This design comes from an exercise in tuning for small area on the open sky130 flow, not from production work. In this exercise RTL edits were held to simulation tests only and were not proved equivalent to the original.

==> flow/design.v (excerpt) <==
module Syntacore_simple
#(parameter   MSTR_NUM     = 2,
              SLV_NUM      = 4,
              DATA_WDTH    = 32,
              ADDR_WDTH    = 32,
              IDL_NUM      = 5
)
(
   input                                                  i_clk,
   input                                                  rst,
   input          [(MSTR_NUM - 1)                  : 0]   i_m_s_req,
   input          [(MSTR_NUM * ADDR_WDTH - 1)      : 0]   i_m_s_addr,
   input          [(MSTR_NUM - 1)                  : 0]   i_m_s_cmd,
   input          [(MSTR_NUM * DATA_WDTH - 1)      : 0]   i_m_s_wdata,
   input          [(SLV_NUM - 1)                   : 0]   i_s_m_ack,
   input          [(SLV_NUM * DATA_WDTH - 1)       : 0]   i_s_m_rdata,
   output   reg   [(SLV_NUM - 1)                   : 0]   o_m_s_req,
   output   reg   [(SLV_NUM * ADDR_WDTH - 1)       : 0]   o_m_s_addr,
   output   reg   [(SLV_NUM - 1)                   : 0]   o_m_s_cmd,
   output   reg   [(SLV_NUM * DATA_WDTH - 1)       : 0]   o_m_s_wdata,
   output   reg   [(MSTR_NUM - 1)                  : 0]   o_s_m_ack,
   output   reg   [(MSTR_NUM * DATA_WDTH - 1)      : 0]   o_s_m_rdata
);
export LEC_CHECK = 0
export ABC_AREA = 1
export CAP_MARGIN = 5
export CORE_AREA = 5 5 215 215
export CTS_BUF_LIST = sky130_fd_sc_hd__clkbuf_8
export DIE_AREA = 0 0 220 220
export SLEW_MARGIN = 5
create_clock -name core_clock -period 5.0 [get_ports {i_clk}]
standard.sh (not shown) runs the stock make flow with config.mk's settings and CLKGATE_MAP_FILE= SYNTH_SCRIPT=/design/flow/synth_recipe.tcl, a recipe that flattens the netlist after the stock synthesis.
==> flow/flow/run.sh <==
#!/bin/bash
# Standard ORFS layout with two changes:
#  * after the standard synthesis, the combinational logic of the netlist is
#    mapped again by ABC with an area-oriented script (remap.ys); the
#    flip-flops are kept as they are (same instances, names and cells);
#  * the port buffers that global placement inserts use buf_1;
#  * clock tree synthesis adds no dummy loads (CTS_ARGS, otherwise ORFS's
#    own arguments).
# Each tool's output goes to a log file of its own in this folder.
set -euo pipefail
cd "$(dirname "$0")/.."
W=$PWD
R=$W/orfs/results/$FLOW_PLATFORM/Syntacore_simple/base
LIB=$FLOW_HOME/platforms/$FLOW_PLATFORM/lib/sky130_fd_sc_hd__tt_025C_1v80.lib
export BUFFER_PORTS_ARGS="-buffer_cell sky130_fd_sc_hd__buf_1"
export CTS_ARGS="-sink_clustering_enable -repair_clock_nets -buf_list sky130_fd_sc_hd__clkbuf_8 -dont_use_dummy_load"

bash standard.sh "$R/1_2_yosys.v" > log_1_synth.log 2>&1
cp "$R/1_2_yosys.v" "$W/synth_standard.v"

# cells ABC must not use: the platform's don't-use cells
DONT=$(grep -o 'cell *( *"\?sky130_fd_sc_hd__\(lpflow\|probe\)[a-z0-9_]*' "$LIB" | sed 's/.*"\?\(sky130[a-z0-9_]*\)/-dont_use \1/' | tr '\n' ' ')
sed -e "s#@LIB@#$LIB#g" -e "s#@IN@#$W/synth_standard.v#" -e "s#@OUT@#$W/synth_remap.v#" \
    -e "s#@SCRIPT@#$W/flow/remap.abc#" -e "s#@DONT@#$DONT#" flow/remap.ys > remap_run.ys
YOSYS=yosys
[[ -x $FLOW_HOME/../tools/install/yosys/bin/yosys ]] && YOSYS=$FLOW_HOME/../tools/install/yosys/bin/yosys
$YOSYS -l log_2_remap.log -q remap_run.ys > /dev/null 2>&1
cp "$W/synth_remap.v" "$R/1_2_yosys.v"

bash standard.sh > log_3_layout.log 2>&1
==> flow/flow/remap.abc <==
strash
dch
amap
topo
==> flow/flow/remap.ys <==
# Re-map the combinational cells of the standard synthesis netlist.
read_liberty -ignore_miss_func @LIB@
read_verilog @IN@
hierarchy -top Syntacore_simple
# flip-flops and tie cells stay as they are
blackbox sky130_fd_sc_hd__dfxtp_1 sky130_fd_sc_hd__dfxtp_2 sky130_fd_sc_hd__dfxtp_4 sky130_fd_sc_hd__conb_1
flatten
opt_clean -purge
abc -liberty @LIB@ -script @SCRIPT@ @DONT@
opt_clean -purge
stat -liberty @LIB@
write_verilog -noattr -noexpr -nohex -nodec @OUT@
The first run ended with an error in netlist read-in after synthesis (1_synth) (ORD-2013).
==> next run, changes <==
--- a/flow/flow/run.sh
+++ b/flow/flow/run.sh
@@ -26,4 +26,12 @@
 [[ -x $FLOW_HOME/../tools/install/yosys/bin/yosys ]] && YOSYS=$FLOW_HOME/../tools/install/yosys/bin/yosys
-$YOSYS -l log_2_remap.log -q remap_run.ys > /dev/null 2>&1
-cp "$W/synth_remap.v" "$R/1_2_yosys.v"
+$YOSYS -l log_2_remap.log -q remap_run.ys > /dev/null 2>&1 || true
+# use the re-mapped netlist only if it keeps every register of the standard
+# synthesis: the same instance names in the same cells
+regs() { grep -o 'sky130_fd_sc_hd__[a-z0-9]*d[fl][a-z0-9_]* *[^ (]*' "$1" | tr -s ' ' | sort; }
+if [[ -s $W/synth_remap.v ]] && cmp -s <(regs "$W/synth_standard.v") <(regs "$W/synth_remap.v"); then
+  cp "$W/synth_remap.v" "$R/1_2_yosys.v"
+  echo "using the re-mapped netlist" > log_2_remap_choice.log
+else
+  echo "registers differ; using the standard netlist" > log_2_remap_choice.log
+fi
 
==> flow/flow/remap.abc (replaced) <==
strash
dch
amap -F 3 -A 5
topo
--- a/flow/flow/remap.ys
+++ b/flow/flow/remap.ys
@@ -5,3 +5,10 @@
 # flip-flops and tie cells stay as they are
-blackbox sky130_fd_sc_hd__dfxtp_1 sky130_fd_sc_hd__dfxtp_2 sky130_fd_sc_hd__dfxtp_4 sky130_fd_sc_hd__conb_1
+blackbox sky130_fd_sc_hd__*df* sky130_fd_sc_hd__*dl* sky130_fd_sc_hd__conb_1
+# so do the read-data selects where the standard synthesis already made them
+# as two OR-AND-inverts and a NOR per bit
+cd Syntacore_simple
+select -set rdn w:o_s_m_rdata %ci1 t:sky130_fd_sc_hd__nor2_1 %i
+select -set rdo @rdn %ci2 t:sky130_fd_sc_hd__o22ai_1 %i
+setattr -set keep_hierarchy 1 @rdn @rdo
+cd
 flatten
@@ -11,2 +18,3 @@
 stat -liberty @LIB@
+blackbox sky130_fd_sc_hd__*
 write_verilog -noattr -noexpr -nohex -nodec @OUT@
Outcome:
- The new run ran to the end with no violations
==> next run, changes <==
==> flow/flow/remap.abc (replaced) <==
strash
dch
amap
topo
==> flow/flow/remap.ys (replaced) <==
# Re-map the combinational cells of the standard synthesis netlist.
read_liberty -ignore_miss_func @LIB@
read_verilog @IN@
hierarchy -top Syntacore_simple
# flip-flops and tie cells stay as they are
blackbox sky130_fd_sc_hd__*df* sky130_fd_sc_hd__*dl* sky130_fd_sc_hd__conb_1
flatten
opt_clean -purge
abc -liberty @LIB@ -script @SCRIPT@ @DONT@
opt_clean -purge
stat -liberty @LIB@
write_verilog -noattr -noexpr -nohex -nodec @OUT@
Result: Via count rises by a few percent. Clock skew rises by 0.0091 ns. Routed wire length rises by about a fifth. Worst hold slack is worse by 0.012 ns. Non-clock buffer count rises by 4. Maximum frequency hardly moves. Clock-buffer cell count is unchanged. Utilization rises by 0.42 points. Synthesized area rises by a few percent.

[afterwards: timing with drivers on the ports]
The flow's constraints put no driver on any port. The routed layouts listed below were extracted and timed again, unchanged, in two steps. Step 1: set_driving_cell puts a clkbuf_16 on i_clk and a buf_2 on each other input, an assumption about the parent block. Step 2, shift: input delay + t, output delay - t, t = (earliest + latest rising clock arrival at the registers) / 2. This alone moves slack from input paths to output paths. Slacks: ideal ports / drivers / drivers and shift; pairs: ideal ports / drivers.
run	t (ns)	slack for setup (ns)	clock arrival spread, ns	worst register clock-pin slew, ns
the second run	0.290	0.937 / 0.910 / 0.910	0.002 / 0.002	0.08 / 0.08
the third run	0.280	0.931 / 0.905 / 0.905	0.012 / 0.013	0.09 / 0.09
After both steps setup and hold are still met in every run listed. The setup slack of the second run, which loses most, moves by -0.027 ns with the drivers and by -0.027 ns with both steps.
